Source: an optimization exercise on an open RTL-to-GDS flow (aim: small area). Production flows keep margins and buffers that such runs may drop. In this exercise RTL edits were held to simulation tests only and were not proved equivalent to the original. No activity file was given, so power comes from the tool's default toggle rates.

== before ==
==> flow/design.v (excerpt) <==
module fpu_ss_top (
    input  logic        clk_i,
    input  logic        rst_ni,
    input  logic        x_compressed_valid_i,
    output logic        x_compressed_ready_o,
    input  logic [15:0] x_compressed_instr_i,
    output logic [31:0] x_compressed_resp_instr_o,
    output logic        x_compressed_resp_accept_o,
    input  logic        x_issue_valid_i,
    output logic        x_issue_ready_o,
    input  logic [31:0] x_issue_instr_i,
    input  logic [ 1:0] x_issue_mode_i,
    input  logic [ 3:0] x_issue_id_i,
    input  logic [31:0] x_issue_rs0_i,
    input  logic [31:0] x_issue_rs1_i,
    input  logic [31:0] x_issue_rs2_i,
    input  logic [ 2:0] x_issue_rs_valid_i,
    output logic        x_issue_resp_accept_o,
    output logic        x_issue_resp_writeback_o,
    output logic        x_issue_resp_loadstore_o,
    input  logic        x_commit_valid_i,
    input  logic [ 3:0] x_commit_id_i,
    input  logic        x_commit_kill_i,
    output logic        x_mem_valid_o,
    input  logic        x_mem_ready_i,
    output logic [ 3:0] x_mem_id_o,
    output logic [31:0] x_mem_addr_o,
    output logic [ 1:0] x_mem_mode_o,
    output logic [ 1:0] x_mem_size_o,
    output logic        x_mem_we_o,
    output logic [31:0] x_mem_wdata_o,
  ...
Settings: LEC_CHECK=0, ABC_CLOCK_PERIOD_IN_PS=15000, CAP_MARGIN=20, CORE_MARGIN=2, CORE_UTILIZATION=45, CTS_CLUSTER_DIAMETER=70, CTS_CLUSTER_SIZE=22, SETUP_SLACK_MARGIN=0.7, SLEW_MARGIN=20; clock period 15.0 ns.
standard.sh (not shown) runs the stock make flow with config.mk's settings and CLKGATE_MAP_FILE= SYNTH_SCRIPT=/design/flow/synth_recipe.tcl, a recipe that flattens the netlist after the stock synthesis.
==> flow/flow/run.sh <==
#!/bin/bash
# Own layout flow: the standard layout (standard.sh) with these changes.
#  1. Synthesis is the standard flow's synthesis script (synth_recipe.tcl, sourcing ORFS's
#     synth.tcl) with the ABC script replaced by flow/area.abc, an area-oriented
#     mapping (the clock period leaves plenty of slack), and with the register
#     file array module (fpu_ss_regfile) mapped by ABC on its own before the
#     design is flattened (SYNTH_KEEP_MODULES). The registers, their names and
#     cell types are those of the standard synthesis.
#  2. Ports are buffered with sky130_fd_sc_hd__buf_1.
# Each tool's output goes to a log file in this folder.
set -euo pipefail
W=$(pwd)

# synthesis script with the ABC script replaced
sed "s#^source \$::env(SCRIPTS_DIR)/synth_preamble.tcl#&\nset abc_args [lreplace \$abc_args 1 1 $W/flow/area.abc]#" \
  "$FLOW_HOME/scripts/synth.tcl" > "$W/flow_synth.tcl"
grep -q "flow/area.abc" "$W/flow_synth.tcl"
sed "s#source \$::env(SCRIPTS_DIR)/synth.tcl#source $W/flow_synth.tcl#" synth_recipe.tcl > "$W/flow_synth_recipe.tcl"
grep -q "flow_synth.tcl" "$W/flow_synth_recipe.tcl"
# The standard flow's config, and the register file module kept apart until ABC has run
cp config.mk "$W/flow_config.mk"
echo "export SYNTH_KEEP_MODULES = fpu_ss_regfile" >> "$W/flow_config.mk"
sed -e "s#$W/synth_recipe.tcl#$W/flow_synth_recipe.tcl#" -e "s#DESIGN_CONFIG=$W/config.mk#DESIGN_CONFIG=$W/flow_config.mk#" \
  standard.sh > "$W/flow_standard.sh"
grep -q "flow_synth_recipe.tcl" "$W/flow_standard.sh"
grep -q "flow_config.mk" "$W/flow_standard.sh"

bash "$W/flow_standard.sh" synth > "$W/synth.log" 2>&1
bash standard.sh "BUFFER_PORTS_ARGS=-buffer_cell sky130_fd_sc_hd__buf_1" finish > "$W/layout.log" 2>&1
==> flow/flow/area.abc <==
strash
balance
rewrite
refactor
balance
rewrite
rewrite -z
balance
refactor -z
rewrite -z
balance
dch
amap
topo
before ended with every stage complete and zero timing, DRC or antenna violations.
Setup changes, before to after
Settings: changing SETUP_SLACK_MARGIN from 0.7 to 0.5.
Notes after the runs:
Against before as the reference, after delivers a lower share of cells above drive strength 1. Against before as the reference, after delivers a lower worst setup slack. Between before and after, the detailed route wirelength on metal2 figures differ only marginally. Taking before as the reference, in after layout buffering overhead excluding clock cells barely changed; clock network power has remained practically unchanged; first-iteration DRC count shrank by 315. Of the two values seen for capture point of the worst path, fpu_operands_o[61] was produced by after and fpu_operands_o[77] by before. Core utilization: before vs after, no meaningful difference. Between after and before, it is after whose detailed-routing iteration count for the pre-antenna-repair pass is lower, by 2. Sequential share of cell area of before is on par with after. Status: final area parity (after, before). Worst setup slack for register-to-register paths: before vs after, no meaningful difference.

-- separate check: timing with driven ports --
The flow's constraints put no driver on any port. The routed layouts listed below were extracted and timed again, unchanged, in two steps.
Step 1 assumes that a clkbuf_16 drives the clock port and a buf_2 every other input.
Step 2 also shifts input and output timing later by t, the mid clock arrival at the registers, as if the neighbouring blocks saw the same clock.
Three values: ideal ports, drivers, drivers and shift; two values: the first two.
run | t, ns | setup WS [ns] | latest minus earliest clock arrival (ns) | worst register clock-pin slew, ns
before | 0.804 | 0.710 / 0.646 / 0.646 | 0.052 / 0.052 | 0.10 / 0.10
after | 0.810 | 0.699 / 0.670 / 0.670 | 0.047 / 0.048 | 0.10 / 0.10
After both steps every run listed still meets setup and hold. The setup slack of before, which loses most, moves by -0.064 ns with the drivers and by -0.064 ns with both steps.
